Background: an optimization exercise with open tools, aiming at small area, a short achievable clock period and few clock cycles. Do not read the settings as production practice.
RTL that was checked went through simulation tests only; none was proved equivalent to the original.
Only the layout flow was run in runs 1 to 3; the RTL was not checked for function there.
Power is estimated from default activity; no workload was simulated.

==> flow/config.mk <==
export PLATFORM = sky130hd
export DESIGN_NAME = cpu
export DESIGN_NICKNAME = cpu
export VERILOG_FILES = /design/flow/design.v
export SDC_FILE = /design/flow/constraint.sdc
export NUM_CORES = 4
export LEC_CHECK = 0
export CAP_MARGIN = 20
export CORE_MARGIN = 2
export CORE_UTILIZATION = 40
export CTS_CLUSTER_DIAMETER = 120
export CTS_CLUSTER_SIZE = 25
export SETUP_SLACK_MARGIN = 2.0
export SLEW_MARGIN = 20
export SYNTH_HIERARCHICAL = 1
export SYNTH_MINIMUM_KEEP_SIZE = 0
==> flow/constraint.sdc <==
create_clock -name core_clock -period 5.5 [get_ports {clk}]
set_input_delay 1.1000 -clock core_clock [delete_from_list [all_inputs] [get_ports {clk}]]
set_output_delay 1.1000 -clock core_clock [all_outputs]
set_load 0.01 [all_outputs]
==> flow/design.v <==
module FSM_controller(reset, s, load, rep, w_nx, rep_nx, start);
    input reset, s, load, rep;
    output w_nx, rep_nx, start;
    assign w_nx = ~reset & ~(s & ~load);
    assign rep_nx = ~reset & s & ~load;
    assign start = ~reset & ((s & load) | rep);
endmodule
module ALU(g, t, ci, wc, cmp, creg, freg, res, out, f);
    input [15:0] g, t, creg;
    input ci, wc, cmp;
    input [2:0] freg;
    output [15:0] res, out;
    output [2:0] f;
    localparam [15:0] CINV = 16'b0000_0000_1111_0010;
    wire [15:0] c;
    carries cy(.g(g), .t(t), .ci(ci), .c(c));
    wire [15:0] x = t & ~g;
    wire [15:0] r0 = x ^ CINV;
    wire [15:0] r1 = ~x ^ CINV;
    csel16 sres(.c(c), .d0(r0), .d1(r1), .y(res));
    wire [15:0] o0 = wc ? r0 : creg;
    wire [15:0] o1 = wc ? r1 : creg;
    csel16 sout(.c(c), .d0(o0), .d1(o1), .y(out));
    wire z = cmp ? &x : freg[2];
    wire n0 = cmp ? x[15] : freg[1];
    wire n1 = cmp ? ~x[15] : freg[1];
    wire v00 = cmp ? (x[15] ^ x[7]) : freg[0];
    wire v11 = cmp ? ~(x[15] ^ x[7]) : freg[0];
    wire n, v;
    csel1 sn(.c(c[15]), .d0(n0), .d1(n1), .y(n));
    csel4 sv(.c1(c[15]), .c0(c[7]), .d00(v11), .d01(v00), .d10(v00), .d11(v11), .y(v));
    assign f = {z, n, v};
endmodule
module csel16(c, d0, d1, y);
    input [15:0] c, d0, d1;
    output [15:0] y;
    assign y = (c & d1) | (~c & d0);
endmodule
module csel1(c, d0, d1, y);
    input c, d0, d1;
    output y;
    assign y = (c & d1) | (~c & d0);
endmodule
module csel4(c1, c0, d00, d01, d10, d11, y);
    input c1, c0, d00, d01, d10, d11;
    output y;
    reg y;
    always @(*)
        case ({c1, c0})
            2'b00: y = d00;
            2'b01: y = d01;
            2'b10: y = d10;
            default: y = d11;
        endcase
endmodule
module pfx_n(gh, th, gl, tl, ng, nt);
    input gh, th, gl, tl;
    output ng, nt;
    assign ng = ~(gh | (th & gl));
    assign nt = ~(th & tl);
endmodule
module pfx_ng(gh, th, gl, ng);
    input gh, th, gl;
    output ng;
    assign ng = ~(gh | (th & gl));
endmodule
module pfx_p(ngh, nth, ngl, ntl, g, t);
    input ngh, nth, ngl, ntl;
    output g, t;
    assign g = ~(ngh & (nth | ngl));
    assign t = ~(nth | ntl);
endmodule
module pfx_pg(ngh, nth, ngl, g);
    input ngh, nth, ngl;
    output g;
    assign g = ~(ngh & (nth | ngl));
endmodule
module carries(g, t, ci, c);
    input [15:0] g, t;
    input ci;
    output [15:0] c;
    wire [15:0] g0 = {g[14:0], ci};
    wire [15:0] t0 = {t[14:0], 1'b0};
    wire [15:0] g1, t1, g2, t2, g3, t3, g4;    
    genvar i;
    generate
        for (i = 0; i < 16; i = i + 1) begin : l1
            if (i >= 2) begin : nd
                pfx_n u(.gh(g0[i]), .th(t0[i]), .gl(g0[i-1]), .tl(t0[i-1]), .ng(g1[i]), .nt(t1[i]));
            end else if (i == 1) begin : ng
                pfx_ng u(.gh(g0[i]), .th(t0[i]), .gl(g0[i-1]), .ng(g1[i]));
                assign t1[i] = 1'b1;
            end else begin : pass
                assign g1[i] = ~g0[i];
                assign t1[i] = 1'b1;
            end
        end
        for (i = 0; i < 16; i = i + 1) begin : l2
            if (i >= 4) begin : nd
                pfx_p u(.ngh(g1[i]), .nth(t1[i]), .ngl(g1[i-2]), .ntl(t1[i-2]), .g(g2[i]), .t(t2[i]));
            end else if (i >= 2) begin : ng
                pfx_pg u(.ngh(g1[i]), .nth(t1[i]), .ngl(g1[i-2]), .g(g2[i]));
                assign t2[i] = 1'b0;
            end else begin : pass
                assign g2[i] = ~g1[i];
                assign t2[i] = 1'b0;
            end
        end
        for (i = 0; i < 16; i = i + 1) begin : l3
            if (i >= 8) begin : nd
                pfx_n u(.gh(g2[i]), .th(t2[i]), .gl(g2[i-4]), .tl(t2[i-4]), .ng(g3[i]), .nt(t3[i]));
            end else if (i >= 4) begin : ng
                pfx_ng u(.gh(g2[i]), .th(t2[i]), .gl(g2[i-4]), .ng(g3[i]));
                assign t3[i] = 1'b1;
            end else begin : pass
                assign g3[i] = ~g2[i];
                assign t3[i] = 1'b1;
            end
        end
        for (i = 8; i < 16; i = i + 1) begin : l4
            pfx_pg u(.ngh(g3[i]), .nth(t3[i]), .ngl(g3[i-8]), .g(g4[i]));
        end
    endgenerate
    assign c = {g4[15:8], g3[7:4], g2[3:2], g1[1], g0[0]};
endmodule
module shifter (in, shift, sout);
    input [15:0] in;
    input [1:0] shift;
    output [15:0] sout;
    reg [15:0] sout;
    always @(*) begin
        case (shift)
            2'b00: sout = in;                   
            2'b01: sout = {in[14:0], 1'b0};     
            2'b10: sout = {1'b0, in[15:1]};     
            default: sout = {in[15], in[15:1]};  
        endcase
    end
endmodule
module regfile(we, wa, wd, r0, r1, r2, r3, r4, r5, r6, r7, n0, n1, n2, n3, n4, n5, n6, n7);
    input we;
    input [2:0] wa;
    input [15:0] wd;
    input [15:0] r0, r1, r2, r3, r4, r5, r6, r7;
    output [15:0] n0, n1, n2, n3, n4, n5, n6, n7;
    assign n0 = (we && wa == 3'd0) ? wd : r0;
    assign n1 = (we && wa == 3'd1) ? wd : r1;
    assign n2 = (we && wa == 3'd2) ? wd : r2;
    assign n3 = (we && wa == 3'd3) ? wd : r3;
    assign n4 = (we && wa == 3'd4) ? wd : r4;
    assign n5 = (we && wa == 3'd5) ? wd : r5;
    assign n6 = (we && wa == 3'd6) ? wd : r6;
    assign n7 = (we && wa == 3'd7) ? wd : r7;
endmodule
module readport(sel, d0, d1, d2, d3, d4, d5, d6, d7, q);
    input [2:0] sel;
    input [15:0] d0, d1, d2, d3, d4, d5, d6, d7;
    output [15:0] q;
    reg [15:0] q;
    always @(*) begin
        case (sel)
            3'd0: q = d0;
            3'd1: q = d1;
            3'd2: q = d2;
            3'd3: q = d3;
            3'd4: q = d4;
            3'd5: q = d5;
            3'd6: q = d6;
            default: q = d7;
        endcase
    end
endmodule
module instruction_decoder(ins, start, wr, wc, cmp, ci, arith, andop, movi, inv, rd);
    input [15:0] ins;
    input start;
    output wr, wc, cmp, ci, arith, andop, movi, inv;
    output [2:0] rd;
    wire [2:0] opcode = ins[15:13];
    wire [1:0] op = ins[12:11];
    wire alu  = (opcode == 3'b101);
    wire mov  = (opcode == 3'b110);
    wire movr = mov && (op == 2'b00);
    wire iscmp = alu && (op == 2'b01);
    assign movi = mov && (op == 2'b10);
    assign wr  = start & (movi | movr | (alu & ~iscmp));
    assign wc  = start & (movr | (alu & ~iscmp));
    assign cmp = start & iscmp;
    assign andop = alu && (op == 2'b10);
    assign ci  = iscmp;
    assign arith = alu && (op[1] == 1'b0);    
    assign inv = alu && op[0];            
    assign rd = movi ? ins[10:8] : ins[7:5];
endmodule
module insmux(rep, in, ir, q);
    parameter n = 16;
    input rep;
    input [n-1:0] in, ir;
    output [n-1:0] q;
    assign q = rep ? ir : in;
endmodule
module datapath(a, b, imm, arith, andop, movi, inv, g, t);
    input [15:0] a, b;
    input [7:0] imm;
    input arith, andop, movi, inv;
    output [15:0] g, t;
    wire [15:0] bx = b ^ {16{inv}};
    wire [15:0] sx = {{8{imm[7]}}, imm};
    wire [15:0] k1 = (a | {16{~andop}}) & {16{~movi}};
    wire [15:0] k0 = (a & {16{arith}}) | (sx & {16{movi}});
    assign g = a & bx & {16{arith}};
    assign t = (bx & k1) | k0;
endmodule
module cpu(clk, reset, s, load, in, out, N, V, Z, w);
    input clk, reset, s, load;
    input [15:0] in;
    output [15:0] out;
    output N, V, Z, w;
    reg w, rep;
    reg [15:0] ir;
    wire w_nx, rep_nx, start;
    FSM_controller ctl(.reset(reset), .s(s), .load(load), .rep(rep),
                       .w_nx(w_nx), .rep_nx(rep_nx), .start(start));
    always @(posedge clk) begin
        w <= w_nx;
        rep <= rep_nx;
        if (load) ir <= in;
    end
    wire [15:0] ins;
    wire [2:0] rn, rm;
    wire [1:0] sh;
    insmux #(16) mi(.rep(rep), .in(in), .ir(ir), .q(ins));
    insmux #(3) mn(.rep(rep), .in(in[10:8]), .ir(ir[10:8]), .q(rn));
    insmux #(3) mm(.rep(rep), .in(in[2:0]), .ir(ir[2:0]), .q(rm));
    insmux #(2) ms(.rep(rep), .in(in[4:3]), .ir(ir[4:3]), .q(sh));
    wire wr1, wc1, cmp1, ci1, arith, andop, movi, inv;
    wire [2:0] rd1;
    instruction_decoder dec(.ins(ins), .start(start), .wr(wr1), .wc(wc1), .cmp(cmp1),
                            .ci(ci1), .arith(arith), .andop(andop), .movi(movi), .inv(inv),
                            .rd(rd1));
    reg [15:0] r0, r1, r2, r3, r4, r5, r6, r7;
    wire [15:0] n0, n1, n2, n3, n4, n5, n6, n7;
    reg wr2;
    reg [2:0] rd2;
    wire [15:0] res;
    regfile rf(.we(wr2), .wa(rd2), .wd(res),
               .r0(r0), .r1(r1), .r2(r2), .r3(r3), .r4(r4), .r5(r5), .r6(r6), .r7(r7),
               .n0(n0), .n1(n1), .n2(n2), .n3(n3), .n4(n4), .n5(n5), .n6(n6), .n7(n7));
    always @(posedge clk) begin
        r0 <= n0; r1 <= n1; r2 <= n2; r3 <= n3;
        r4 <= n4; r5 <= n5; r6 <= n6; r7 <= n7;
    end
    wire [15:0] a, braw, b;
    readport pa(.sel(rn), .d0(n0), .d1(n1), .d2(n2), .d3(n3), .d4(n4), .d5(n5), .d6(n6), .d7(n7), .q(a));
    readport pb(.sel(rm), .d0(n0), .d1(n1), .d2(n2), .d3(n3), .d4(n4), .d5(n5), .d6(n6), .d7(n7), .q(braw));
    shifter shf(.in(braw), .shift(sh), .sout(b));
    wire [15:0] g1, t1;
    datapath dp(.a(a), .b(b), .imm(ins[7:0]), .arith(arith), .andop(andop), .movi(movi), .inv(inv),
                .g(g1), .t(t1));
    reg [15:0] g2, t2, creg;
    reg ci2, wc2, cmp2;
    reg [2:0] freg;
    wire [15:0] out_nx;
    wire [2:0] f_nx;
    always @(posedge clk) begin
        g2 <= g1;
        t2 <= t1;
        ci2 <= ci1;
        wr2 <= wr1;
        wc2 <= wc1;
        cmp2 <= cmp1;
        rd2 <= rd1;
        creg <= out_nx;
        freg <= f_nx;
    end
    ALU alu(.g(g2), .t(t2), .ci(ci2), .wc(wc2), .cmp(cmp2), .creg(creg), .freg(freg),
            .res(res), .out(out_nx), .f(f_nx));
    assign out = out_nx;
    assign {Z, N, V} = f_nx;
endmodule
==> flow/flow/run.sh <==
#!/bin/bash
# Standard synthesis, then the standard layout with port buffers of a
# stronger cell and sizing not held to each cell's footprint.
set -euo pipefail
bash standard.sh synth > synth.log 2>&1
bash standard.sh MATCH_CELL_FOOTPRINT=0 'BUFFER_PORTS_ARGS=-buffer_cell sky130_fd_sc_hd__buf_4' finish > layout.log 2>&1
==> flow/standard.sh <==
#!/bin/bash
# synth_recipe.tcl (not shown) runs the flow's synth.tcl, then flattens the netlist and writes it again
# the make line also repeats each setting of config.mk as NAME=value (left out here)
make -C /OpenROAD-flow-scripts/flow DESIGN_CONFIG=/design/flow/config.mk WORK_HOME=/design/flow/orfs CLKGATE_MAP_FILE= SYNTH_SCRIPT=/design/flow/synth_recipe.tcl "${@:-finish}"
==> results.rst, run 1 <==
.. list-table::
   :header-rows: 1

   * - Metric
     - Value
   * - Die Area
     - 29600 sq um
   * - Final clock skew
     - 31.3 ps
   * - Kind of critical path
     - reg2out
   * - Wire length of the first global-routing pass
     - around 46 mm
   * - Number of stages on the worst hold path
     - 2
   * - Worst Tran Pin Value
     - roughly 1000 ps
   * - Shortest period the worst path allows
     - between 3000 and 4000 ps
   * - Routability Congestion
     - slightly below 0.9
   * - Count of yosys warnings during synthesis
     - 10
   * - Root Buffer
     - sky130_fd_sc_hd__clkbuf_16
   * - Final hold viol count
     - 0
   * - Quantity of I/O buffers inserted on ports
     - 39
   * - Final cell area excluding filler cells
     - roughly 12000 sq um
   * - Detail Placement HPWL
     - ~21 mm
   * - Clock network fraction of total power
     - 0.247
   * - Final-report max-slew violation count
     - 0
   * - Normalized max-slew margin
     - 0.322
   * - Setup crit start kind
     - register
   * - Instance count of the mapped netlist
     - 1099
   * - Worst VDD drop
     - approximately 0.24 mV
   * - Iteration-0 DRC count of the detailed router
     - roughly 600
   * - Synth Cell Area
     - between 10000 and 15000 sq um
   * - Core footprint
     - approximately 28000 sq um
   * - Total power per unit cell area
     - between 300 and 400 nW/um^2
   * - Synth area leaders
     - sky130_fd_sc_hd__dfxtp_1, sky130_fd_sc_hd__mux2_2, sky130_fd_sc_hd__mux2_4
   * - Worst setup slack after layout
     - around 2100 ps
   * - Dominant cell type by area after synthesis
     - sky130_fd_sc_hd__dfxtp_1
   * - Width of the chip
     - between 150 and 200 um
   * - Number of enable flip-flop cells after synthesis
     - 16
   * - Async set-or-reset flop fraction in the synthesized netlist
     - 0
   * - Worst setup slack for register-to-register paths
     - 2130 ps
   * - RSZ-0062 raised after global routing
     - yes
   * - Initial antenna violation count
     - 0
   * - Syn Nets
     - 1119
   * - Area post-placement
     - 11500 sq um
   * - Worst slack, placed
     - about 1200 ps
   * - Post-DR wirelength/cell
     - about 20 um
   * - Max Freq
     - a little under 300 MHz
   * - CTS buffer count
     - 12
   * - Cell row count
     - 61
   * - Via count of the first global-routing pass
     - around 8000
   * - Detailed-route via count
     - 8373
   * - Final ANT Viol Nets
     - 0
   * - Later-pin clock latency in the skew report
     - around 480 ps
   * - Die Height
     - 172 um
   * - Fraction of final layout cells with drive strength greater than 1
     - 0.367
   * - Worst endpoint data arrival time
     - roughly 2300 ps
   * - Per-cell via count in the routed design
     - 5.70
   * - Number of endpoints failing setup at the final stage
     - 0
   * - Boundary Pins
     - 40
   * - Portion of synthesized cell area occupied by the leading cell type
     - 0.333
   * - Worst hold endpoint
     - freg[2]
   * - CTS sink count
     - 204
   * - Leakage power
     - between 4 and 5 nW
   * - Post-CTS Hold Buffers
     - 0
   * - DRC violation count after routing
     - 0
   * - Setup TNS
     - 0 ps
   * - Maximum fanout count along the critical path
     - 6
   * - Initial Utilization
     - 0.406
   * - Post-Layout Cell Count
     - 1469
   * - Most common cell after layout, fill and taps aside
     - sky130_fd_sc_hd__dfxtp_1
   * - Required time worst endpoint
     - 4400 ps
   * - Final #Nets
     - 1109
   * - Capture instance of the worst register-to-register path
     - t2[6]
   * - Synth Register Bits
     - a little over 200
   * - Number of diodes added for antenna fixing
     - 0
   * - Class of the tightest hold or removal check
     - reg2reg
   * - Share of total power in combinational logic
     - 0.291
   * - Pre-antenna DRT Iters
     - 6
   * - Final clock period utilization by the worst path
     - 0.619
   * - PnR Total Power
     - about 3.9 mW
   * - Hold_sp
     - freg[2]
   * - Reg-to-Reg Start
     - g2[0]
   * - Most used flip-flop cell after synthesis
     - sky130_fd_sc_hd__dfxtp_1
   * - WL final
     - about 30 mm
   * - Final design utilization
     - 0.442
   * - Switching power summed over all nets
     - 1.21 mW
   * - Remaining global-route overflow
     - 0
   * - Reg2reg path depth
     - 13
   * - Max capacitance violation total
     - 0
   * - Internal power of the cells
     - 2.66 mW
   * - Overall fraction of global-route tracks in use
     - 0.199
   * - Run status
     - finished clean
   * - TritonCTS clock tree
     - built
   * - Maximum root-to-sink buffer count
     - 3
   * - Sw frac
     - 0.313
   * - Distinct cells, synth
     - 58
   * - H-Tree Depth
     - 1
   * - Clock transition at the register clock pins on the worst setup and hold paths after CTS
     - 100 ps
   * - Sequential power share
     - 0.463
   * - Portion of the post-synthesis area used by sequential elements
     - 0.376
   * - Placed Cells
     - 1436
   * - Final hold slack
     - 465 ps
   * - Post-synthesis area per instance
     - between 10 and 15 sq um
   * - Area growth from synthesis to layout
     - 8.73%
   * - Maximum number of pins on one net before global-route repair
     - approximately 50
   * - Highest-count cells in the layout ignoring fill and taps
     - sky130_fd_sc_hd__dfxtp_1, sky130_fd_sc_hd__mux2_2, sky130_fd_sc_hd__nand2_1
   * - Critical path endpoint category
     - output port
power groups by stage:
stage	clock [mW]	combinational [mW]	sequential, mW
global route	1.03	1.23	1.82
floorplan	0	0.822	1.79
detailed placement	0	1.10	1.82
CTS	0.983	1.11	1.79
finish	0.957	1.13	1.79
global placement	0	1.08	1.81
routing by layer:
metal	part of all wire	global-route usage	up-vias
li1	-	-	3986
met1	0.45	0.269	4086
met2	0.48	0.332	252
met3	0.041	0.0176	49
met4	0.035	0.0716	0
met5	0	0	-
what timing repair did:
item,in CTS,in global routing
buffers inserted,4,13
pin swaps,1,10
cloned,0,0
gates resized for setup,20,42
setup endpoints to repair,38,34
endpoints found under the hold margin,0,0
Yosys stat by module (local to each module, per instance), a selection:
module	copies in the design	area (sq um)	cells inside	flops+latches
pfx_ng	5	8.76	1	0
pfx_p	12	12.5	2	0
shifter	1	340	52	0
regfile	1	1710	151	0
csel4	1	22.5	1	0
pfx_pg	10	5.00	1	0
csel16	2	240	16	0
pfx_n	22	12.5	2	0
ALU	1	703	108	0
datapath	1	591	95	0
carries	1	75.1	12	0
instruction_decoder	1	160	21	0
worst max-delay path: stages, from the launching register on:
cell and delay [ps]:
sky130_fd_sc_hd__dfxtp_1 410, sky130_fd_sc_hd__nor2b_2 350, sky130_fd_sc_hd__xnor2_1 140, sky130_fd_sc_hd__mux2_2 280, sky130_fd_sc_hd__mux4_2 490, sky130_fd_sc_hd__buf_4 160
cell families (layout without fill, tap and decap cells):
logic type	Yosys count	in the layout	synth area share
AO/OA/AOI/OAI	274	274	0.176
XOR/XNOR	17	17	0.0132
buffers and inverters	112	104	0.0632
flip-flops	204	204	0.376
multiplexers	238	238	0.255
AND/OR/NAND/NOR	254	254	0.116
synthesized netlist by cell type, types with 3 or more instances:
cell	n
sky130_fd_sc_hd__mux2i_1	23
sky130_fd_sc_hd__xnor2_1	17
sky130_fd_sc_hd__mux2_4	58
sky130_fd_sc_hd__buf_12	3
sky130_fd_sc_hd__and2b_1	3
sky130_fd_sc_hd__a22oi_1	25
sky130_fd_sc_hd__o21ai_2	12
sky130_fd_sc_hd__o311ai_1	9
sky130_fd_sc_hd__edfxtp_1	16
sky130_fd_sc_hd__o21ai_0	19
sky130_fd_sc_hd__buf_6	16
sky130_fd_sc_hd__a221oi_1	44
sky130_fd_sc_hd__mux2_2	156
sky130_fd_sc_hd__nand2b_1	3
sky130_fd_sc_hd__nor2b_2	3
sky130_fd_sc_hd__nand4b_2	3
sky130_fd_sc_hd__nand3b_1	6
sky130_fd_sc_hd__nor2b_1	32
sky130_fd_sc_hd__nand4_1	3
sky130_fd_sc_hd__o311ai_0	6
sky130_fd_sc_hd__nor2_1	62
sky130_fd_sc_hd__a21oi_2	28
sky130_fd_sc_hd__a21oi_1	67
sky130_fd_sc_hd__nor3_1	3
sky130_fd_sc_hd__dfxtp_1	188
sky130_fd_sc_hd__nor2b_4	3
sky130_fd_sc_hd__o22a_1	24
sky130_fd_sc_hd__buf_2	39
sky130_fd_sc_hd__clkbuf_1	10
sky130_fd_sc_hd__inv_1	26
sky130_fd_sc_hd__and4bb_1	3
sky130_fd_sc_hd__a211oi_1	4
sky130_fd_sc_hd__buf_4	17
sky130_fd_sc_hd__o21ai_1	20
sky130_fd_sc_hd__nand2_1	111
sky130_fd_sc_hd__a41oi_1	6
worst max path at each step:
stage          startpoint  endpoint  slack [ps]
2_1_floorplan       in[0]     t2[0]        2440
3_3_place_gp        in[1]     t2[6]        1310
3_5_place_dp        in[1]     t2[6]        1240
4_1_cts             t2[5]    t2[13]        2000
5_1_grt             t2[1]    t2[15]        1960
6_report            t2[7]         V        2090
layout make-up:
class                   instances  area (sq um)
clock inverters                 1          30.0
multi-input cells             783          6590
flip-flops and latches        204          4260
well taps                     378           473
inverters                      26          97.6
clock buffers                  15           333
fillers                      2695         15500
repair buffers                 62           490
sequential cells by signal, summed over array words and instances, names as in the netlist, 3 cells and up:
signal and flops:
r5 16, r2 16, r4 16, g2 16
freg 3, rd2 3, r1 16, r0 16
r7 16, r3 16, r6 16, t2 16
creg 16, ir 16
==> run 2, diff against run 1 <==
--- a/flow/config.mk
+++ b/flow/config.mk
@@ -14,3 +14,4 @@
 export SLEW_MARGIN = 20
 export SYNTH_HIERARCHICAL = 1
 export SYNTH_MINIMUM_KEEP_SIZE = 0
+export TNS_END_PERCENT = 5
==> results.rst, run 2 <==
.. list-table::
   :header-rows: 1

   * - Metric
     - Value
   * - Run status
     - finished clean (unchanged)
   * - Maximum root-to-sink buffer count
     - 3 (unchanged)
   * - Length of routed met2 wiring
     - 14.0 mm (about the same)
   * - Worst Tran Pin Value
     - 1030 ps (was 1020 ps)
   * - Normalized max-slew margin
     - 0.316 (was 0.322)
   * - Later-pin clock latency in the skew report
     - 480 ps (about the same)
   * - Async set-or-reset flop fraction in the synthesized netlist
     - 0 (unchanged)
   * - Routability Congestion
     - 0.865 (unchanged)
   * - Distinct cells, synth
     - 58 (unchanged)
   * - Post-DR wirelength/cell
     - 20.1 um (about the same)
   * - Number of diodes added for antenna fixing
     - 0 (unchanged)
   * - Quantity of I/O buffers inserted on ports
     - 39 (unchanged)
   * - Kind of critical path
     - reg2out (unchanged)
   * - Number of endpoints failing setup at the final stage
     - 0 (unchanged)
   * - Die Area
     - 29600 sq um (unchanged)
   * - Area of combinational cells with multiple inputs
     - 6570 sq um (was 6590 sq um)
   * - DRC violation count after routing
     - 0 (unchanged)
   * - Pre-antenna DRT Iters
     - 5 (was 6)
   * - Instance count of the mapped netlist
     - 1099 (unchanged)
   * - Layout fillers
     - 2700 (was 2695)
   * - Most instantiated cells after synthesis
     - sky130_fd_sc_hd__dfxtp_1, sky130_fd_sc_hd__mux2_2, sky130_fd_sc_hd__nand2_1, sky130_fd_sc_hd__a21oi_1, sky130_fd_sc_hd__nor2_1 (unchanged)
   * - CTS sink count
     - 204 (unchanged)
   * - Maximum number of pins on one net before global-route repair
     - 49 (unchanged)
   * - Final hold viol count
     - 0 (unchanged)
   * - Width of the chip
     - 172 um (unchanged)
   * - Iteration-0 DRC count of the detailed router
     - 517 (was 595)
   * - Required time worst endpoint
     - 4400 ps (about the same)
   * - Final #Nets
     - 1109 (unchanged)
   * - Total power per unit cell area
     - 316 nW/um^2 (about the same)
   * - Via count of the first global-routing pass
     - 7966 (was 7968)
   * - Detail Placement HPWL
     - 20.9 mm (unchanged)
   * - Dominant cell type by area after synthesis
     - sky130_fd_sc_hd__dfxtp_1 (unchanged)
   * - Most common cell after layout, fill and taps aside
     - sky130_fd_sc_hd__dfxtp_1 (unchanged)
   * - Per-cell via count in the routed design
     - 5.68 (was 5.70)
   * - Kind of cell with the highest combined delay on the critical path
     - multiplexers (unchanged)
   * - Clock transition at the register clock pins on the worst setup and hold paths after CTS
     - 100 ps (about the same)
   * - Number of buffers and inverters on the critical path
     - 1 (unchanged)
   * - Max Freq
     - 293 MHz (was 294 MHz)
   * - Highest-count cells in the layout ignoring fill and taps
     - sky130_fd_sc_hd__dfxtp_1, sky130_fd_sc_hd__mux2_2, sky130_fd_sc_hd__nand2_1 (unchanged)
   * - Fraction of final layout cells with drive strength greater than 1
     - 0.365 (was 0.367)
   * - WL final
     - 29.6 mm (was 29.5 mm)
   * - DRT met1 WL
     - 13.2 mm (about the same)
   * - Area taken by flip-flops and latches
     - 4260 sq um (about the same)
   * - Detailed-route via count
     - 8347 (was 8373)
   * - Remaining global-route overflow
     - 0 (unchanged)
   * - Library cell with the highest instance count after synthesis
     - sky130_fd_sc_hd__dfxtp_1 (unchanged)
   * - Count of yosys warnings during synthesis
     - 10 (unchanged)
   * - RSZ-0062 raised after global routing
     - yes (unchanged)
   * - Syn Nets
     - 1119 (unchanged)
   * - Final ANT Viol Nets
     - 0 (unchanged)
   * - Met3 routed WL
     - 1.28 mm (was 1.22 mm)
   * - Number of enable flip-flop cells after synthesis
     - 16 (unchanged)
   * - CTS buffer count
     - 12 (unchanged)
   * - Class of the tightest hold or removal check
     - reg2reg (unchanged)
   * - Most used flip-flop cell after synthesis
     - sky130_fd_sc_hd__dfxtp_1 (unchanged)
   * - Cell row count
     - 61 (unchanged)
   * - Post-synthesis area per instance
     - 10.3 sq um (unchanged)
   * - Portion of synthesized cell area occupied by the leading cell type
     - 0.333 (unchanged)
   * - Leakage power
     - 4.70 nW (was 4.71 nW)
   * - Sequence of cells on the critical path
     - nor2b_2 -> xnor2_1 -> mux2_2 -> mux4_2 -> buf_4 (unchanged)
   * - Area growth from synthesis to layout
     - 8.55% (was 8.73%)
   * - Worst VDD drop
     - 0.238 mV (was 0.239 mV)
   * - Wire length of the first global-routing pass
     - 45.7 mm (unchanged)
   * - Initial Utilization
     - 0.406 (unchanged)
   * - Setup TNS
     - 0 ps (unchanged)
   * - Critical path endpoint category
     - output port (unchanged)
   * - Maximum single-stage delay on the critical path
     - 490 ps (about the same)
   * - Final clock period utilization by the worst path
     - 0.620 (was 0.619)
   * - Final-report max-slew violation count
     - 0 (unchanged)
   * - Shortest period the worst path allows
     - 3410 ps (about the same)
   * - Die Height
     - 172 um (unchanged)
   * - Core footprint
     - 27800 sq um (unchanged)
   * - Final design utilization
     - 0.441 (was 0.442)
   * - Critical-path cell with the highest stage delay
     - sky130_fd_sc_hd__mux4_2 (unchanged)
   * - Synth Register Bits
     - 204 (unchanged)
   * - Root Buffer
     - sky130_fd_sc_hd__clkbuf_16 (unchanged)
   * - TritonCTS clock tree
     - built (unchanged)
   * - Synth Cell Area
     - 11300 sq um (unchanged)
   * - Overall fraction of global-route tracks in use
     - 0.199 (unchanged)
   * - Boundary Pins
     - 40 (unchanged)
   * - Portion of the post-synthesis area used by sequential elements
     - 0.376 (unchanged)
   * - Synth area leaders
     - sky130_fd_sc_hd__dfxtp_1, sky130_fd_sc_hd__mux2_2, sky130_fd_sc_hd__mux2_4 (unchanged)
   * - H-Tree Depth
     - 1 (unchanged)
   * - Setup crit start kind
     - register (unchanged)
   * - Worst endpoint data arrival time
     - 2310 ps (about the same)
   * - Initial antenna violation count
     - 0 (unchanged)
   * - Final clock skew
     - 33.5 ps (was 31.3 ps)
   * - Max capacitance violation total
     - 0 (unchanged)
   * - Maximum fanout count along the critical path
     - 6 (unchanged)
   * - Top Layer Used
     - met4 (unchanged)
==> run 2: per-module statistics from Yosys (local to each module, per instance), a selection <==
module | times used | flops+latches
pfx_pg | 10 | 0
csel4 | 1 | 0
instruction_decoder | 1 | 0
cpu | 1 | 204
regfile | 1 | 0
pfx_p | 12 | 0
csel1 | 1 | 0
carries | 1 | 0
pfx_n | 22 | 0
datapath | 1 | 0
shifter | 1 | 0
readport | 2 | 0
==> run 2: what timing repair did <==
action                                  CTS  global route
endpoints found under the hold margin     0             0
resized for setup                        18            39
hold buffers                              0             0
endpoints found under the setup margin   38            36
setup buffers                             4            13
pin swaps                                 0            10
==> run 2: layout make-up <==
class / instances / share of cell area
inverters: 26 / 0.00797
flip-flops and latches: 204 / 0.347
repair buffers: 62 / 0.0400
clock buffers: 15 / 0.0272
clock inverters: 1 / 0.00245
well taps: 378 / 0.0386
multi-input cells: 783 / 0.536
==> run 2: logic make-up (layout without fill, tap and decap cells) <==
group                  Yosys count  after routing  synth area share
XOR/XNOR                        17             17            0.0132
multiplexers                   238            238             0.255
AO/OA/AOI/OAI                  274            274             0.176
AND/OR/NAND/NOR                254            254             0.116
buffers and inverters          112            104            0.0632
flip-flops                     204            204             0.376
==> run 2: path summary, 6_finish.rpt <==
kind	startpoint	to	slack [ps]	depth (start not counted)
setup / recovery	t2[7]	V	2090	5
hold reg to reg	freg[2]	freg[2]	470	2
setup reg to reg	g2[0]	t2[6]	2130	13
hold / removal	freg[2]	freg[2]	470	2
==> run 2: worst register-to-register path, delay by kind of cell (launching register included) <==
kind             cells  cell delay (ps)
multiplexers         3              820
AO/OA/AOI/OAI        8             1740
flip-flops           1              360
XOR/XNOR             1              170
AND/OR/NAND/NOR      1              140
==> run 2: power breakdown <==
| group | internal [mW] | switching [mW] |
|---|---|---|
| logic | 0.527 | 0.599 |
| clock network | 0.441 | 0.516 |
| registers | 1.70 | 0.0981 |
==> run 2: metal layers <==
layer / vias up / GRT usage
met5: - / 0
met4: 0 / 0.0716
met3: 47 / 0.0176
met2: 247 / 0.332
met1: 4071 / 0.269
li1: 3982 / -
==> run 2: stage by stage <==
| step | std cells | hold WS [ps] | setup slack, ps | area [sq um] | total power [mW] |
|---|---|---|---|---|---|
| 3_5_place_dp | 1436 | 435 | 1240 | 11500 | 2.92 |
| 6_report | 1469 | 466 | 2090 | 12300 | 3.88 |
| 2_1_floorplan | 1099 | 450 | 2440 | 11300 | 2.61 |
| 5_1_grt | 1469 | 499 | 1970 | 12300 | 4.07 |
| 3_3_place_gp | 1436 | 435 | 1310 | 11500 | 2.89 |
| 4_1_cts | 1456 | 468 | 1970 | 12000 | 3.88 |
==> run 3, diff against run 2 <==
--- a/flow/config.mk
+++ b/flow/config.mk
@@ -7,7 +7,7 @@
 export LEC_CHECK = 0
 export CAP_MARGIN = 20
 export CORE_MARGIN = 2
-export CORE_UTILIZATION = 40
+export CORE_UTILIZATION = 55
 export CTS_CLUSTER_DIAMETER = 120
 export CTS_CLUSTER_SIZE = 25
 export SETUP_SLACK_MARGIN = 2.0
==> results.rst, run 3 <==
.. list-table::
   :header-rows: 1

   * - Metric
     - Value
   * - Run status
     - finished clean (unchanged)
   * - Final clock skew
     - 24.5 ps (was 33.5 ps)
   * - Cell row count
     - 52 (was 61)
   * - Clock transition at the register clock pins on the worst setup and hold paths after CTS
     - 100 ps (about the same)
   * - Remaining global-route overflow
     - 0 (unchanged)
   * - Final hold viol count
     - 0 (unchanged)
   * - Iteration-0 DRC count of the detailed router
     - 577 (was 517)
   * - Most used flip-flop cell after synthesis
     - sky130_fd_sc_hd__dfxtp_1 (unchanged)
   * - Final ANT Viol Nets
     - 0 (unchanged)
   * - Normalized max-slew margin
     - 0.321 (was 0.316)
   * - Worst hold endpoint
     - freg[2] (unchanged)
   * - Portion of the post-synthesis area used by sequential elements
     - 0.376 (unchanged)
   * - Boundary Pins
     - 40 (unchanged)
   * - CTS sink count
     - 204 (unchanged)
   * - Layout fillers
     - 1768 (was 2700)
   * - Worst VDD drop
     - 0.218 mV (was 0.238 mV)
   * - Dominant cell type by area after synthesis
     - sky130_fd_sc_hd__dfxtp_1 (unchanged)
   * - Synth area leaders
     - sky130_fd_sc_hd__dfxtp_1, sky130_fd_sc_hd__mux2_2, sky130_fd_sc_hd__mux2_4 (unchanged)
   * - Capture instance of the worst register-to-register path
     - t2[6] (unchanged)
   * - Detail Placement HPWL
     - 20.2 mm (was 20.9 mm)
   * - Final-report max-slew violation count
     - 0 (unchanged)
   * - Synth Cell Area
     - 11300 sq um (unchanged)
   * - Width of the chip
     - 147 um (was 172 um)
   * - PnR Total Power
     - 3.85 mW (was 3.88 mW)
   * - Final cell area excluding filler cells
     - 12100 sq um (was 12300 sq um)
   * - Leakage power
     - 4.66 nW (was 4.70 nW)
   * - Initial Utilization
     - 0.560 (was 0.406)
   * - Setup crit start kind
     - register (unchanged)
   * - Hold_sp
     - freg[2] (unchanged)
   * - Initial antenna violation count
     - 1 (was 0)
   * - RSZ-0062 raised after global routing
     - yes (unchanged)
   * - Distinct cells, synth
     - 58 (unchanged)
   * - Kind of critical path
     - reg2reg (was reg2out)
   * - Pre-antenna DRT Iters
     - 6 (was 5)
   * - Later-pin clock latency in the skew report
     - 480 ps (about the same)
   * - Met3 track utilization from global routing
     - 0.0360 (was 0.0176)
   * - Number of enable flip-flop cells after synthesis
     - 16 (unchanged)
   * - Portion of synthesized cell area occupied by the leading cell type
     - 0.333 (unchanged)
   * - TritonCTS clock tree
     - built (unchanged)
   * - Worst Tran Pin Value
     - 1020 ps (was 1030 ps)
   * - Die Height
     - 147 um (was 172 um)
   * - Maximum fanout count along the critical path
     - 8 (was 6)
   * - Number of endpoints failing setup at the final stage
     - 0 (unchanged)
   * - Setup TNS
     - 0 ps (unchanged)
   * - Final #Nets
     - 1102 (was 1109)
   * - Post-DR wirelength/cell
     - 21.5 um (was 20.1 um)
   * - Busiest grt layer
     - met2 (unchanged)
   * - Wire length of the first global-routing pass
     - 45.1 mm (was 45.7 mm)
   * - Worst setup slack for register-to-register paths
     - 2080 ps (was 2130 ps)
   * - Reg-to-Reg Start
     - g2[0] (unchanged)
   * - Count of yosys warnings during synthesis
     - 10 (unchanged)
   * - Area post-placement
     - 11400 sq um (was 11500 sq um)
   * - Async set-or-reset flop fraction in the synthesized netlist
     - 0 (unchanged)
   * - Max capacitance violation total
     - 0 (unchanged)
   * - Worst endpoint data arrival time
     - 3790 ps (was 2310 ps)
   * - Area growth from synthesis to layout
     - 7.01% (was 8.55%)
   * - Via count of the first global-routing pass
     - 7856 (was 7966)
   * - Critical path endpoint category
     - register (was output port)
   * - Number of stages on the worst hold path
     - 2 (unchanged)
   * - Worst setup slack after layout
     - 2080 ps (was 2090 ps)
   * - Detailed-route via count
     - 8233 (was 8347)
   * - Reg2reg path depth
     - 13 (unchanged)
   * - Required time worst endpoint
     - 5870 ps (was 4400 ps)
   * - Area taken by flip-flops and latches
     - 4260 sq um (about the same)
   * - H-Tree Depth
     - 1 (unchanged)
   * - Maximum root-to-sink buffer count
     - 3 (unchanged)
   * - Shortest period the worst path allows
     - 3420 ps (was 3410 ps)
   * - Class of the tightest hold or removal check
     - reg2reg (unchanged)
   * - Post-CTS Hold Buffers
     - 0 (unchanged)
   * - Root Buffer
     - sky130_fd_sc_hd__clkbuf_16 (unchanged)
   * - DRC violation count after routing
     - 0 (unchanged)
   * - Placed Cells
     - 1327 (was 1436)
   * - Highest-count cells in the layout ignoring fill and taps
     - sky130_fd_sc_hd__dfxtp_1, sky130_fd_sc_hd__mux2_2, sky130_fd_sc_hd__nand2_1 (unchanged)
   * - Worst slack, placed
     - 1360 ps (was 1240 ps)
   * - Final clock period utilization by the worst path
     - 0.622 (was 0.620)
   * - Final hold slack
     - 458 ps (was 466 ps)
   * - Area of combinational cells with multiple inputs
     - 6590 sq um (was 6570 sq um)
   * - Synth Register Bits
     - 204 (unchanged)
   * - Final design utilization
     - 0.599 (was 0.441)
   * - Maximum number of pins on one net before global-route repair
     - 49 (unchanged)
   * - Per-cell via count in the routed design
     - 6.08 (was 5.68)
   * - Core footprint
     - 20200 sq um (was 27800 sq um)
   * - Fraction of final layout cells with drive strength greater than 1
     - 0.362 (was 0.365)
   * - Instance count of the mapped netlist
     - 1099 (unchanged)
   * - Most common cell after layout, fill and taps aside
     - sky130_fd_sc_hd__dfxtp_1 (unchanged)
   * - Library cell with the highest instance count after synthesis
     - sky130_fd_sc_hd__dfxtp_1 (unchanged)
   * - Quantity of I/O buffers inserted on ports
     - 39 (unchanged)
   * - Routability Congestion
     - 0.884 (was 0.865)
   * - Max Freq
     - 292 MHz (was 293 MHz)
   * - Met1 layer usage reported by global route
     - 0.377 (was 0.269)
   * - Syn Nets
     - 1119 (unchanged)
   * - Post-Layout Cell Count
     - 1355 (was 1469)
   * - CTS buffer count
     - 12 (unchanged)
   * - Routing usage on met2
     - 0.422 (was 0.332)
   * - WL final
     - 29.1 mm (was 29.6 mm)
   * - Overall fraction of global-route tracks in use
     - 0.265 (was 0.199)
   * - Post-synthesis area per instance
     - 10.3 sq um (unchanged)
   * - Die Area
     - 21700 sq um (was 29600 sq um)
   * - Most instantiated cells after synthesis
     - sky130_fd_sc_hd__dfxtp_1, sky130_fd_sc_hd__mux2_2, sky130_fd_sc_hd__nand2_1, sky130_fd_sc_hd__a21oi_1, sky130_fd_sc_hd__nor2_1 (unchanged)
   * - Total power per unit cell area
     - 318 nW/um^2 (was 316 nW/um^2)
-- run 3: logic make-up (layout without fill, tap and decap cells) --
group                     Yosys count  after routing  share of synthesized area
AOI/OAI and AO/OA                 274            274                      0.176
and+or+nand+nor                   254            254                      0.116
muxes                             238            238                      0.255
DFF                               204            204                      0.376
buffers and inverters             112             97                     0.0632
xor gates and xnor gates           17             17                     0.0132
other                               0              1                          0
-- run 3: how the worst max path moves through the flow --
stage / start / endpoint / slack, ps / cells after the start
3_5_place_dp: in[1] / t2[4] / 1360 / 10
4_1_cts: rep / t2[0] / 1960 / 11
6_report: g2[0] / t2[6] / 2080 / 13
5_1_grt: t2[13] / t2[15] / 1900 / 14
2_1_floorplan: in[0] / t2[0] / 2440 / 9
3_3_place_gp: in[0] / t2[3] / 1430 / 10
-- run 3: layout make-up --
class                      count  area share
antenna                        1    0.000207
timing repair buffer          55      0.0352
tap                          270      0.0280
multi-input combinational    783       0.546
inverter                      26     0.00808
clock inverter                 1     0.00249
sequential                   204       0.353
clock buffer                  15      0.0276
-- run 3: critical path, stage by stage (launching register included) --
cell and delay [ps]:
sky130_fd_sc_hd__dfxtp_1 390, sky130_fd_sc_hd__a21oi_4 220, sky130_fd_sc_hd__o21ai_4 110, sky130_fd_sc_hd__a21oi_4 240, sky130_fd_sc_hd__mux2_4 390, sky130_fd_sc_hd__mux2_4 290, sky130_fd_sc_hd__nor2b_1 130, sky130_fd_sc_hd__a211oi_1 250
sky130_fd_sc_hd__a211oi_1 100, sky130_fd_sc_hd__o32a_1 460, sky130_fd_sc_hd__mux2i_1 150, sky130_fd_sc_hd__o21ai_1 90, sky130_fd_sc_hd__xnor2_1 170, sky130_fd_sc_hd__o311ai_1 320
-- run 3: modules after synthesis, one instance, submodules excluded, a selection --
module | cells inside | flops+latches
cpu | 204 | 204
ALU | 108 | 0
pfx_ng | 1 | 0
readport | 154 | 0
FSM_controller | 5 | 0
shifter | 52 | 0
datapath | 95 | 0
csel16 | 16 | 0
pfx_p | 2 | 0
instruction_decoder | 21 | 0
pfx_n | 2 | 0
carries | 12 | 0
csel4 | 1 | 0
-- run 3: layer usage --
layer	up-vias	routed length, um	part of all wire
met5	-	12	0.00041
li1	3960	-	-
met4	2	812	0.028
met1	3986	13300	0.46
met3	52	1510	0.052
met2	233	13400	0.46
-- run 3: power breakdown --
| group | internal, mW | switching [mW] | leakage [nW] |
|---|---|---|---|
| sequential | 1.70 | 0.0998 | 1.69 |
| clock | 0.441 | 0.510 | 0.174 |
| combinational | 0.521 | 0.578 | 2.79 |
| total | 2.66 | 1.19 | 4.66 |
-- run 3: timing repair --
action / CTS / global route
pin swaps: 0 / 4
endpoints found under the setup margin: 36 / 31
setup buffers: 6 / 5
resized for setup: 16 / 44
==> run 4, diff against run 3 <==
--- a/flow/design.v
+++ b/flow/design.v
@@ -156,19 +156,21 @@
     input [2:0] sel;
     input [15:0] d0, d1, d2, d3, d4, d5, d6, d7;
     output [15:0] q;
-    reg [15:0] q;
-    always @(*) begin
-        case (sel)
-            3'd0: q = d0;
-            3'd1: q = d1;
-            3'd2: q = d2;
-            3'd3: q = d3;
-            3'd4: q = d4;
-            3'd5: q = d5;
-            3'd6: q = d6;
-            default: q = d7;
-        endcase
-    end
+    wire [7:0] oh;
+    dec3to8 dec(.sel(sel), .oh(oh));
+    ohmux om(.oh(oh), .d0(d0), .d1(d1), .d2(d2), .d3(d3), .d4(d4), .d5(d5), .d6(d6), .d7(d7), .q(q));
+endmodule
+module dec3to8(sel, oh);
+    input [2:0] sel;
+    output [7:0] oh;
+    assign oh = 8'b1 << sel;
+endmodule
+module ohmux(oh, d0, d1, d2, d3, d4, d5, d6, d7, q);
+    input [7:0] oh;
+    input [15:0] d0, d1, d2, d3, d4, d5, d6, d7;
+    output [15:0] q;
+    assign q = ({16{oh[0]}} & d0) | ({16{oh[1]}} & d1) | ({16{oh[2]}} & d2) | ({16{oh[3]}} & d3) |
+               ({16{oh[4]}} & d4) | ({16{oh[5]}} & d5) | ({16{oh[6]}} & d6) | ({16{oh[7]}} & d7);
 endmodule
 module instruction_decoder(ins, start, wr, wc, cmp, ci, arith, andop, movi, inv, rd);
     input [15:0] ins;
--- a/flow/config.mk
+++ b/flow/config.mk
@@ -7,11 +7,10 @@
 export LEC_CHECK = 0
 export CAP_MARGIN = 20
 export CORE_MARGIN = 2
-export CORE_UTILIZATION = 55
+export CORE_UTILIZATION = 40
 export CTS_CLUSTER_DIAMETER = 120
 export CTS_CLUSTER_SIZE = 25
-export SETUP_SLACK_MARGIN = 2.0
+export SETUP_SLACK_MARGIN = 2.4
 export SLEW_MARGIN = 20
 export SYNTH_HIERARCHICAL = 1
 export SYNTH_MINIMUM_KEEP_SIZE = 0
-export TNS_END_PERCENT = 5
==> results.rst, run 4 <==
.. list-table::
   :header-rows: 1

   * - Metric
     - Value
   * - Max Freq
     - 312 MHz (was 292 MHz)
   * - Final clock period utilization by the worst path
     - 0.584 (was 0.622)
   * - Max capacitance violation total
     - 0 (unchanged)
   * - Pre-antenna DRT Iters
     - 5 (was 6)
   * - Die Area
     - 28600 sq um (was 21700 sq um)
   * - Kind of critical path
     - reg2out (was reg2reg)
   * - Async set-or-reset flop fraction in the synthesized netlist
     - 0 (unchanged)
   * - Root Buffer
     - sky130_fd_sc_hd__clkbuf_16 (unchanged)
   * - Maximum fanout count along the critical path
     - 5 (was 8)
   * - Iteration-0 DRC count of the detailed router
     - 432 (was 577)
   * - Dominant cell type by area after synthesis
     - sky130_fd_sc_hd__dfxtp_1 (unchanged)
   * - Number of enable flip-flop cells after synthesis
     - 16 (unchanged)
   * - Later-pin clock latency in the skew report
     - 480 ps (about the same)
   * - Setup crit start kind
     - register (unchanged)
   * - Per-cell via count in the routed design
     - 5.77 (was 6.08)
   * - Worst endpoint data arrival time
     - 2110 ps (was 3790 ps)
   * - Maximum root-to-sink buffer count
     - 3 (unchanged)
   * - Detailed-route via count
     - 7825 (was 8233)
   * - Die Height
     - 169 um (was 147 um)
   * - Shortest period the worst path allows
     - 3210 ps (was 3420 ps)
   * - H-Tree Depth
     - 1 (unchanged)
   * - Maximum number of pins on one net before global-route repair
     - 49 (unchanged)
   * - Worst Tran Pin Value
     - 990 ps (was 1020 ps)
   * - Boundary Pins
     - 40 (unchanged)
   * - Number of diodes added for antenna fixing
     - 0 (was 1)
   * - Detail Placement HPWL
     - 18.9 mm (was 20.2 mm)
   * - Final #Nets
     - 1032 (was 1102)
   * - Initial antenna violation count
     - 0 (was 1)
   * - Syn Nets
     - 1019 (was 1119)
   * - Wire length of the first global-routing pass
     - 43.2 mm (was 45.1 mm)
   * - Class of the tightest hold or removal check
     - reg2reg (unchanged)
   * - Total power per unit cell area
     - 241 nW/um^2 (was 318 nW/um^2)
   * - WL final
     - 28.4 mm (was 29.1 mm)
   * - Count of yosys warnings during synthesis
     - 9 (was 10)
   * - Run status
     - finished clean (unchanged)
   * - Most used flip-flop cell after synthesis
     - sky130_fd_sc_hd__dfxtp_1 (unchanged)
   * - Clock transition at the register clock pins on the worst setup and hold paths after CTS
     - 100 ps (about the same)
   * - Synth Register Bits
     - 204 (unchanged)
   * - Distinct cells, synth
     - 50 (was 58)
   * - TritonCTS clock tree
     - built (unchanged)
   * - DRC violation count after routing
     - 0 (unchanged)
   * - Required time worst endpoint
     - 4400 ps (was 5870 ps)
   * - Quantity of I/O buffers inserted on ports
     - 39 (unchanged)
   * - Area growth from synthesis to layout
     - 12.3% (was 7.01%)
   * - Synth Cell Area
     - 10900 sq um (was 11300 sq um)
   * - Portion of synthesized cell area occupied by the leading cell type
     - 0.345 (was 0.333)
   * - Initial Utilization
     - 0.406 (was 0.560)
   * - Highest-count cells in the layout ignoring fill and taps
     - sky130_fd_sc_hd__dfxtp_1, sky130_fd_sc_hd__mux2_2, sky130_fd_sc_hd__a22oi_1 (was sky130_fd_sc_hd__dfxtp_1, sky130_fd_sc_hd__mux2_2, sky130_fd_sc_hd__nand2_1)
   * - Fraction of final layout cells with drive strength greater than 1
     - 0.456 (was 0.362)
   * - Worst VDD drop
     - 0.180 mV (was 0.218 mV)
   * - Layout fillers
     - 2503 (was 1768)
   * - Post-DR wirelength/cell
     - 21.0 um (was 21.5 um)
   * - Critical path endpoint category
     - output port (was register)
   * - Core footprint
     - 26900 sq um (was 20200 sq um)
   * - Most common cell after layout, fill and taps aside
     - sky130_fd_sc_hd__dfxtp_1 (unchanged)
   * - Instance count of the mapped netlist
     - 999 (was 1099)
   * - Routability Congestion
     - 0.872 (was 0.884)
   * - Maximum single-stage delay on the critical path
     - 380 ps (was 460 ps)
   * - CTS buffer count
     - 12 (unchanged)
   * - Portion of the post-synthesis area used by sequential elements
     - 0.389 (was 0.376)
   * - Final cell area excluding filler cells
     - 12300 sq um (was 12100 sq um)
   * - Final hold viol count
     - 0 (unchanged)
   * - Final design utilization
     - 0.456 (was 0.599)
   * - Via count of the first global-routing pass
     - 7624 (was 7856)
   * - Remaining global-route overflow
     - 0 (unchanged)
   * - CTS sink count
     - 204 (unchanged)
   * - Overall fraction of global-route tracks in use
     - 0.194 (was 0.265)
   * - Sequence of cells on the critical path
     - a21oi_4 -> o21ai_4 -> a21oi_4 -> buf_6 -> o21ai_4 -> mux4_2 -> buf_6 (was a21oi_4 -> o21ai_4 -> a21oi_4 -> mux2_4 -> mux2_4 -> nor2b_1 -> a211oi_1 -> a211oi_1 -> o32a_1 -> mux2i_1 -> o21ai_1 -> xnor2_1 -> o311ai_1)
   * - Final hold slack
     - 461 ps (was 458 ps)
   * - RSZ-0062 raised after global routing
     - yes (unchanged)
   * - Final clock skew
     - 28.9 ps (was 24.5 ps)
   * - Cell row count
     - 60 (was 52)
   * - Final ANT Viol Nets
     - 0 (unchanged)
   * - Number of endpoints failing setup at the final stage
     - 0 (unchanged)
   * - Width of the chip
     - 169 um (was 147 um)
   * - Normalized max-slew margin
     - 0.340 (was 0.321)
   * - Area post-placement
     - 11100 sq um (was 11400 sq um)
   * - Most instantiated cells after synthesis
     - sky130_fd_sc_hd__dfxtp_1, sky130_fd_sc_hd__mux2_2, sky130_fd_sc_hd__a22oi_1, sky130_fd_sc_hd__nand2_1, sky130_fd_sc_hd__mux2_4 (was sky130_fd_sc_hd__dfxtp_1, sky130_fd_sc_hd__mux2_2, sky130_fd_sc_hd__nand2_1, sky130_fd_sc_hd__a21oi_1, sky130_fd_sc_hd__nor2_1)
   * - Leakage power
     - 4.61 nW (was 4.66 nW)
   * - Setup TNS
     - 0 ps (unchanged)
   * - Library cell with the highest instance count after synthesis
     - sky130_fd_sc_hd__dfxtp_1 (unchanged)
   * - Synth area leaders
     - sky130_fd_sc_hd__dfxtp_1, sky130_fd_sc_hd__mux2_2, sky130_fd_sc_hd__a22oi_1 (was sky130_fd_sc_hd__dfxtp_1, sky130_fd_sc_hd__mux2_2, sky130_fd_sc_hd__mux2_4)
   * - PnR Total Power
     - 2.95 mW (was 3.85 mW)
   * - Critical-path cell with the highest stage delay
     - sky130_fd_sc_hd__dfxtp_4 (was sky130_fd_sc_hd__o32a_1)
   * - Post-synthesis area per instance
     - 10.9 sq um (was 10.3 sq um)
   * - Final-report max-slew violation count
     - 0 (unchanged)
==> run 4: layer usage <==
metal / global-route usage / part of all wire
met4: 0.0762 / 0.041
met1: 0.255 / 0.44
met2: 0.319 / 0.47
met3: 0.0310 / 0.050
met5: 0 / 0
==> run 4: critical path: cells and delay by family (launching register included) <==
| family | cells | cell delay, ps |
|---|---|---|
| multiplexers | 1 | 380 |
| flip-flops | 1 | 380 |
| buffers and inverters | 2 | 280 |
| AO/OA/AOI/OAI | 4 | 590 |
==> run 4: where the power goes <==
| part | total (mW) | switching, mW | internal, mW |
|---|---|---|---|
| registers | 1.60 | 0.0426 | 1.56 |
| logic | 0.397 | 0.220 | 0.178 |
| clock network | 0.955 | 0.514 | 0.441 |
| total | 2.95 | 0.776 | 2.17 |
==> run 4: kinds of logic (layout without fill, tap and decap cells) <==
kind of cell              Yosys count  count (layout)  share of synthesized area
AOI/OAI and AO/OA                 232             232                      0.160
muxes                             222             222                      0.247
buffers and inverters             104             119                     0.0763
xor gates and xnor gates           17              17                     0.0136
and+or+nand+nor                   220             220                      0.114
DFF                               204             204                      0.389
==> run 4: modules after synthesis (local to each module, per instance), a selection <==
module	cell area, sq um	copies in the design
csel16	240	2
dec3to8	65.1	2
ALU	703	1
pfx_n	12.5	22
ohmux	779	2
csel1	15.0	1
pfx_p	12.5	12
datapath	591	1
==> run 4: area by class of cell <==
| cell class | count | area, sq um | area share |
|---|---|---|---|
| clock buffers | 15 | 333 | 0.0271 |
| clock inverters | 1 | 30.0 | 0.00245 |
| inverters | 24 | 93.8 | 0.00765 |
| multi-input cells | 691 | 6410 | 0.523 |
| flip-flops and latches | 204 | 4320 | 0.352 |
| well taps | 341 | 427 | 0.0348 |
| repair buffers | 79 | 649 | 0.0530 |
==> run 4: path summary, 6_finish.rpt <==
check	from	endpoint	cells past startpoint	slack, ps
worst max-delay path	t2[0]	V	7	2290
worst min-delay path	freg[2]	freg[2]	2	460
worst max register to register	t2[0]	t2[14]	14	2410
worst min register to register	freg[2]	freg[2]	2	460
==> run 4: timing repair <==
item | CTS | global route
setup endpoints to repair | 51 | 39
setup buffers | 8 | 19
pin swaps | 13 | 37
resized for setup | 64 | 103
hold buffers | 0 | 0
==> run 4: through the flow <==
stage / std cells / setup slack (ps)
finish: 1355 / 2290
global placement: 1312 / 1930
CTS: 1336 / 2200
global route: 1355 / 2210
floorplan: 999 / 2600
detailed placement: 1312 / 1900
Testbench counts of run 4, summed over its fixed seeds: cycles 6,000.
==> run 5, diff against run 4 <==
--- a/flow/config.mk
+++ b/flow/config.mk
@@ -10,7 +10,7 @@
 export CORE_UTILIZATION = 40
 export CTS_CLUSTER_DIAMETER = 120
 export CTS_CLUSTER_SIZE = 25
-export SETUP_SLACK_MARGIN = 2.4
+export SETUP_SLACK_MARGIN = 2.2
 export SLEW_MARGIN = 20
 export SYNTH_HIERARCHICAL = 1
 export SYNTH_MINIMUM_KEEP_SIZE = 0
==> results.rst, run 5 <==
.. list-table::
   :header-rows: 1

   * - Metric
     - Value
   * - Distinct cells, synth
     - 50 (unchanged)
   * - Die Height
     - 169 um (unchanged)
   * - Setup crit start kind
     - register (unchanged)
   * - Synth area leaders
     - sky130_fd_sc_hd__dfxtp_1, sky130_fd_sc_hd__mux2_2, sky130_fd_sc_hd__a22oi_1 (unchanged)
   * - Sequence of cells on the critical path
     - a21oi_4 -> o21ai_4 -> a21oi_4 -> mux4_2 -> buf_4 (was a21oi_4 -> o21ai_4 -> a21oi_4 -> buf_6 -> o21ai_4 -> mux4_2 -> buf_6)
   * - WL final
     - 27.9 mm (was 28.4 mm)
   * - Critical-path cell with the highest stage delay
     - sky130_fd_sc_hd__mux4_2 (was sky130_fd_sc_hd__dfxtp_4)
   * - Layout fillers
     - 2566 (was 2503)
   * - Count of yosys warnings during synthesis
     - 9 (unchanged)
   * - Total power per unit cell area
     - 248 nW/um^2 (was 241 nW/um^2)
   * - Portion of synthesized cell area occupied by the leading cell type
     - 0.345 (unchanged)
   * - Final ANT Viol Nets
     - 0 (unchanged)
   * - Worst endpoint data arrival time
     - 2170 ps (was 2110 ps)
   * - Post-DR wirelength/cell
     - 20.8 um (was 21.0 um)
   * - DRC violation count after routing
     - 0 (unchanged)
   * - Async set-or-reset flop fraction in the synthesized netlist
     - 0 (unchanged)
   * - Number of diodes added for antenna fixing
     - 0 (unchanged)
   * - Library cell with the highest instance count after synthesis
     - sky130_fd_sc_hd__dfxtp_1 (unchanged)
   * - Number of endpoints failing setup at the final stage
     - 0 (unchanged)
   * - Width of the chip
     - 169 um (unchanged)
   * - Core footprint
     - 26900 sq um (unchanged)
   * - Initial Utilization
     - 0.406 (unchanged)
   * - Maximum single-stage delay on the critical path
     - 570 ps (was 380 ps)
   * - Maximum root-to-sink buffer count
     - 3 (unchanged)
   * - Final cell area excluding filler cells
     - 11800 sq um (was 12300 sq um)
   * - TritonCTS clock tree
     - built (unchanged)
   * - Normalized max-slew margin
     - 0.349 (was 0.340)
   * - Post-synthesis area per instance
     - 10.9 sq um (unchanged)
   * - Most used flip-flop cell after synthesis
     - sky130_fd_sc_hd__dfxtp_1 (unchanged)
   * - Remaining global-route overflow
     - 0 (unchanged)
   * - Detailed-route via count
     - 7759 (was 7825)
   * - Final clock period utilization by the worst path
     - 0.595 (was 0.584)
   * - Boundary Pins
     - 40 (unchanged)
   * - Leakage power
     - 4.42 nW (was 4.61 nW)
   * - Number of enable flip-flop cells after synthesis
     - 16 (unchanged)
   * - Worst Tran Pin Value
     - 977 ps (was 990 ps)
   * - Setup TNS
     - 0 ps (unchanged)
   * - Cell repeated most along the worst path
     - sky130_fd_sc_hd__a21oi_4
   * - Critical path endpoint category
     - output port (unchanged)
   * - Detail Placement HPWL
     - 18.9 mm (unchanged)
   * - Instance count of the mapped netlist
     - 999 (unchanged)
   * - Overall fraction of global-route tracks in use
     - 0.192 (was 0.194)
   * - Synth Cell Area
     - 10900 sq um (unchanged)
   * - Portion of the post-synthesis area used by sequential elements
     - 0.389 (unchanged)
   * - CTS buffer count
     - 12 (unchanged)
   * - Most common cell after layout, fill and taps aside
     - sky130_fd_sc_hd__dfxtp_1 (unchanged)
   * - Clock transition at the register clock pins on the worst setup and hold paths after CTS
     - 100 ps (about the same)
   * - Kind of critical path
     - reg2out (unchanged)
   * - Synth Register Bits
     - 204 (unchanged)
   * - Per-cell via count in the routed design
     - 5.79 (was 5.77)
   * - Worst setup slack after layout
     - 2230 ps (was 2290 ps)
   * - Maximum number of pins on one net before global-route repair
     - 49 (unchanged)
   * - Shortest period the worst path allows
     - 3270 ps (was 3210 ps)
   * - Quantity of I/O buffers inserted on ports
     - 39 (unchanged)
   * - Class of the tightest hold or removal check
     - reg2reg (unchanged)
   * - Maximum fanout count along the critical path
     - 5 (unchanged)
   * - Area growth from synthesis to layout
     - 8.23% (was 12.3%)
   * - Post-CTS Hold Buffers
     - 0 (unchanged)
   * - Worst VDD drop
     - 0.182 mV (was 0.180 mV)
   * - RSZ-0062 raised after global routing
     - yes (unchanged)
   * - Initial antenna violation count
     - 0 (unchanged)
   * - Max Freq
     - 306 MHz (was 312 MHz)
   * - Syn Nets
     - 1019 (unchanged)
   * - H-Tree Depth
     - 1 (unchanged)
   * - Cell row count
     - 60 (unchanged)
   * - Iteration-0 DRC count of the detailed router
     - 482 (was 432)
   * - Later-pin clock latency in the skew report
     - 480 ps (about the same)
   * - Wire length of the first global-routing pass
     - 42.8 mm (was 43.2 mm)
   * - Pre-antenna DRT Iters
     - 5 (unchanged)
   * - CTS sink count
     - 204 (unchanged)
   * - Via count of the first global-routing pass
     - 7557 (was 7624)
   * - Dominant cell type by area after synthesis
     - sky130_fd_sc_hd__dfxtp_1 (unchanged)
   * - Highest-count cells in the layout ignoring fill and taps
     - sky130_fd_sc_hd__dfxtp_1, sky130_fd_sc_hd__mux2_2, sky130_fd_sc_hd__a22oi_1 (unchanged)
   * - Area post-placement
     - 11100 sq um (unchanged)
   * - Area taken by flip-flops and latches
     - 4270 sq um (was 4320 sq um)
   * - Root Buffer
     - sky130_fd_sc_hd__clkbuf_16 (unchanged)
   * - Final clock skew
     - 29.4 ps (was 28.9 ps)
   * - Required time worst endpoint
     - 4400 ps (about the same)
   * - Max capacitance violation total
     - 0 (unchanged)
   * - Area of combinational cells with multiple inputs
     - 6180 sq um (was 6410 sq um)
   * - Fraction of final layout cells with drive strength greater than 1
     - 0.413 (was 0.456)
   * - Routability Congestion
     - 0.872 (unchanged)
   * - Final #Nets
     - 1018 (was 1032)
   * - Final-report max-slew violation count
     - 0 (unchanged)
   * - Die Area
     - 28600 sq um (unchanged)
   * - Run status
     - finished clean (unchanged)
   * - Most instantiated cells after synthesis
     - sky130_fd_sc_hd__dfxtp_1, sky130_fd_sc_hd__mux2_2, sky130_fd_sc_hd__a22oi_1, sky130_fd_sc_hd__nand2_1, sky130_fd_sc_hd__mux2_4 (unchanged)
   * - Worst slack, placed
     - 1900 ps (unchanged)
   * - Final hold viol count
     - 0 (unchanged)
run 5: cell counts after synthesis:
Identical to the previous run, type by type.
run 5: area by class of cell:
type / instances / area share
Inverter: 24 / 0.00762
Multi-Input combinational cell: 691 / 0.523
Clock buffer: 15 / 0.0281
Sequential cell: 204 / 0.361
Clock inverter: 1 / 0.00254
Timing Repair Buffer: 65 / 0.0416
Tap cell: 341 / 0.0361
run 5: path summary, 6_finish.rpt:
path / start / end / slack, ps / cells past startpoint
max: ci2 / V / 2230 / 5
min: freg[2] / freg[2] / 460 / 2
max reg2reg: t2[3] / t2[9] / 2330 / 12
min reg2reg: freg[2] / freg[2] / 460 / 2
run 5: cell families after synthesis:
kind of cell / Yosys count / synth area share
compound gates: 232 / 0.160
xor+xnor: 17 / 0.0136
buf+inv: 104 / 0.0763
flops: 204 / 0.389
mux: 222 / 0.247
simple gates: 220 / 0.114
run 5: where the power goes:
| part | internal [mW] | total, mW | switching [mW] |
|---|---|---|---|
| Sequential | 1.56 | 1.60 | 0.0389 |
| Clock | 0.441 | 0.950 | 0.510 |
| Combinational | 0.170 | 0.383 | 0.213 |
| Total | 2.17 | 2.93 | 0.762 |
run 5: layer usage:
layer | vias up | part of all wire | global-route usage
met5 | - | 0 | 0
met3 | 73 | 0.048 | 0.0310
li1 | 3683 | - | -
met4 | 0 | 0.043 | 0.0762
met1 | 3785 | 0.44 | 0.254
met2 | 218 | 0.46 | 0.315
run 5: critical path: cells and delay by family, from the launching register on:
kind                   cells  cell delay (ps)
AO/OA/AOI/OAI              3              570
buffers and inverters      1              170
flip-flops                 1              390
multiplexers               1              570
run 5: Yosys stat by module, one instance, submodules excluded, excerpt:
module	copies in the design	cells inside
FSM_controller	1	5
instruction_decoder	1	21
csel16	2	16
csel4	1	1
regfile	1	151
dec3to8	2	8
ohmux	2	96
cpu	1	204
carries	1	12
ALU	1	108
pfx_ng	5	1
pfx_p	12	2
shifter	1	52
pfx_pg	10	1
run 5: per-stage QoR:
stage | power (mW) | instances | utilization | hold WS [ps]
after global placement | 1.99 | 1312 | 0.412 | 440
after detailed placement | 2.00 | 1312 | 0.412 | 436
after floorplan | 1.91 | 999 | - | 456
after global routing | 3.05 | 1341 | 0.440 | 487
after CTS | 2.95 | 1328 | 0.430 | 463
final | 2.93 | 1341 | 0.440 | 457
run 5: repair_timing:
action / 4_1_cts / 5_1_grt
hold endpoints to repair: 0 / 0
pin swaps: 0 / 18
endpoints found under the setup margin: 31 / 28
resized for setup: 24 / 50
setup buffers: 0 / 13

==> static timing again, ports no longer ideal <==
No port has a modelled driver above. Below, the same layouts with a new extraction and two added sets of constraints. Step 1, drivers: a clkbuf_16 drives clk and a buf_2 each remaining input, both assumed. Step 2 moves the port delays by t, midway between the first and last clock arrival at a register: inputs arrive t later, outputs are due t later. That takes back most of the time a late clock gives input paths. Three values: ideal, step 1, step 2; two values: the first two.
run | t (ns) | slack for setup (ns) | worst hold slack (ns) | pins driven straight from the clock port
run 1 | 0.507 | 2.093 / 2.051 / 1.684 | 0.465 / 0.465 / 0.465 | 1
run 2 | 0.508 | 2.091 / 2.048 / 1.628 | 0.466 / 0.466 / 0.466 | 1
run 3 | 0.511 | 2.079 / 2.060 / 1.591 | 0.458 / 0.458 / 0.458 | 1
run 4 | 0.516 | 2.290 / 2.243 / 1.998 | 0.461 / 0.461 / 0.461 | 1
run 5 | 0.517 | 2.228 / 2.180 / 1.966 | 0.457 / 0.457 / 0.457 | 1
After both steps setup and hold are still met in every run listed. The setup slack of run 3, which loses most, moves by -0.019 ns with the drivers and by -0.488 ns with both steps.
